What follows belongs to an exercise in optimizing a design on an open flow for small area, a short achievable clock period and few clock cycles; a production flow would make more cautious choices.
In this exercise RTL edits were held to simulation tests only and were not proved equivalent to the original.

job 4017:
==> flow/design.v (excerpt) <==
module SNN(
	clk,
	rst_n,
	in_valid,
	img,
	ker,
	weight,
	out_valid,
	out_data
);
For scale: roughly 540 flip-flops, roughly 39,000 sq um of cells after synthesis.
export LEC_CHECK = 0
export CAP_MARGIN = 50
export CORE_MARGIN = 2
export CORE_UTILIZATION = 60
export SLEW_MARGIN = 70
create_clock -name core_clock -period 15.0 [get_ports {clk}]
run.sh (not shown) runs the stock make flow with config.mk's settings and CLKGATE_MAP_FILE= SYNTH_SCRIPT=/design/flow/synth_recipe.tcl, a recipe that flattens the netlist after the stock synthesis.
Job 4017: no failed stages, no open violations at the end
Testbench counts of job 4017, summed over its fixed seeds: cycles 24,648.
Setup changes, job 4017 to job 8393
Settings: changing CAP_MARGIN from 50 to 20; changing SLEW_MARGIN from 70 to 20; changing CORE_UTILIZATION from 60 to 40.
Findings:
The mean routed wirelength per cell of job 8393 falls short of that of job 4017 by 2.3 microns.
Job 4017 vs job 8393, source of the critical timing path: kw7[5] vs pbm[1]
[compare] base=job 4017 new=job 8393: wire length after detailed routing now sits lower; non-clock buffer count now sits lower; shortest clock period the worst path allows after layout now sits higher.
Critical-path maximum fanout: job 8393 vs job 4017 up 8
[inputs] job 503 vs job 8393
Settings: a change of CAP_MARGIN from 20 to 50; a change of SLEW_MARGIN from 20 to 70.
--- outcome ---
Having completed the whole flow, job 503 delivered a layout that passed the timing, design-rule and antenna checks. Taking job 8393 as the reference, in job 503 largest net degree at the start of global routing went down by 17%, shortest period the worst path allows now smaller. As of job 503, wire length of the first global-routing pass had risen slightly compared to job 8393. Count of clock-buffer cells in the layout sits higher in job 503 than in job 8393. Summary of job 503 over job 8393: final HPWL from detailed placement moved up. kw7[5] as the first element of the critical path was reported by job 503, and pbm[1] by job 8393.
Changes in job 6953 relative to job 503:
Settings: a change of CAP_MARGIN from 50 to 70; a change of SLEW_MARGIN from 70 to 85.
## What came out
- Job 6953: minimum period implied by the final worst setup slack 8830 ps above job 503
- [job 6953] clock skew fell 5.3 ps relative to job 503
- As far as count of boundary I/O pins goes, job 503 and job 6953 are indistinguishable; the numbers are identical.
- Looking at share of the final layout cell area in multi-input gates, job 6953 sits 1.4 points below job 503.
- Changes observed in job 6953 relative to job 503: fmax lower; clock-buffer cell count shows an increase of 7; worst slack after detailed placement has decreased; final-layout worst hold slack has increased.
- Detailed route, job 6953 vs job 503: via total higher for job 6953

---

== v6 ==
SNN again, from the RTL that the note above started with.
clock: 15.0 ns
lec_check: 0
cap_margin: 50
core_margin: 2
core_utilization: 70
cts_buf_list: sky130_fd_sc_hd__clkbuf_16
cts_cluster_diameter: 60
cts_cluster_size: 24
slew_margin: 70
standard.sh (not shown) runs the stock make flow with config.mk's settings and CLKGATE_MAP_FILE= SYNTH_SCRIPT=/design/flow/synth_recipe.tcl, a recipe that flattens the netlist after the stock synthesis.
==> flow/flow/run.sh <==
#!/bin/bash
# The standard layout with one netlist pass between synthesis and floorplan:
# flow/invopt.py folds away the inverters that Yosys's full-adder extraction
# leaves between full adder cells (a full adder is self-dual, so adders are
# flipped to need fewer inverters, and simple gates swapped for their
# complementary cells). Registers and all other cells are kept.
# Each tool writes its full output to its own log in this folder.
set -euo pipefail
R=orfs/results/${FLOW_PLATFORM}/SNN/base
bash standard.sh synth > synth.log 2>&1
cp "$R/1_2_yosys.v" 1_2_yosys.before_invopt.v
python3 flow/invopt.py "$R/1_2_yosys.v" > invopt.log 2>&1
rm -f "$R/1_synth.odb" "$R/1_synth.sdc"
# repair aims at a setup slack of 10 ns (the clock period is unchanged)
bash standard.sh finish SETUP_SLACK_MARGIN=10 > layout.log 2>&1
Other scripts of this flow, unchanged in this note and not shown: flow/flow/invopt.py
Testbench counts of v6, summed over its fixed seeds: cycles 24,648.
For v7, these inputs were changed with respect to v6:
- CORE_UTILIZATION: 70 -> 60
- PLACE_DENSITY: unset -> 0.75
Notes after the runs:
Every run in the comparison, v6 and v7, completed the flow with a clean layout.
From v6 to v7 the numbers moved as follows: wire length shows a reduction of 4.6 mm; post-layout instance area shows a reduction of 0.90%; buffer and inverter count on the worst path shows a reduction of 13; floorplan row count shows an increase of 8.4%.
Looking at startpoint of the most critical setup path, the kw7[6] result is from v7; the pbm[2] one comes from v6.
Going from v6 to v7, the growth of design area from synthesis to finish was found to have gone down by 1.0 points.
The worst slack at placement number comes out lower for v7 vs v6.
On share of the clock period used by the worst path, v6 and v7 are basically level.
Delta (v7 minus v6): post-layout net count shrank by 23.

## separate check: timing with driven ports
How much do the figures lean on ideal ports? The routed layouts below were timed once more, with nothing changed but the port constraints. Step 1, drivers: a clkbuf_16 drives clk and a buf_2 each remaining input, both assumed. Step 2 also shifts input and output timing later by t, the mid clock arrival at the registers, as if the neighbouring blocks saw the same clock. Slacks: ideal / step 1 / step 2; pairs: ideal / step 1.
run	t, ns	setup slack, ns	worst setup path at the end	worst data-port slew with drivers (ns)
job 4017	0.667	9.515 / 9.515 / 9.515	register to register	0.04
job 8393	0.704	9.438 / 9.438 / 9.438	register to register	0.06
job 503	0.704	9.618 / 9.618 / 9.618	register to register	0.06
job 6953	0.705	0.793 / 0.793 / 0.793	register to register	0.06
v6	0.659	9.981 / 9.981 / 9.981	register to register	0.05
v7	0.655	9.986 / 9.986 / 9.986	register to register	0.04
After both steps setup and hold are still met in every run listed.
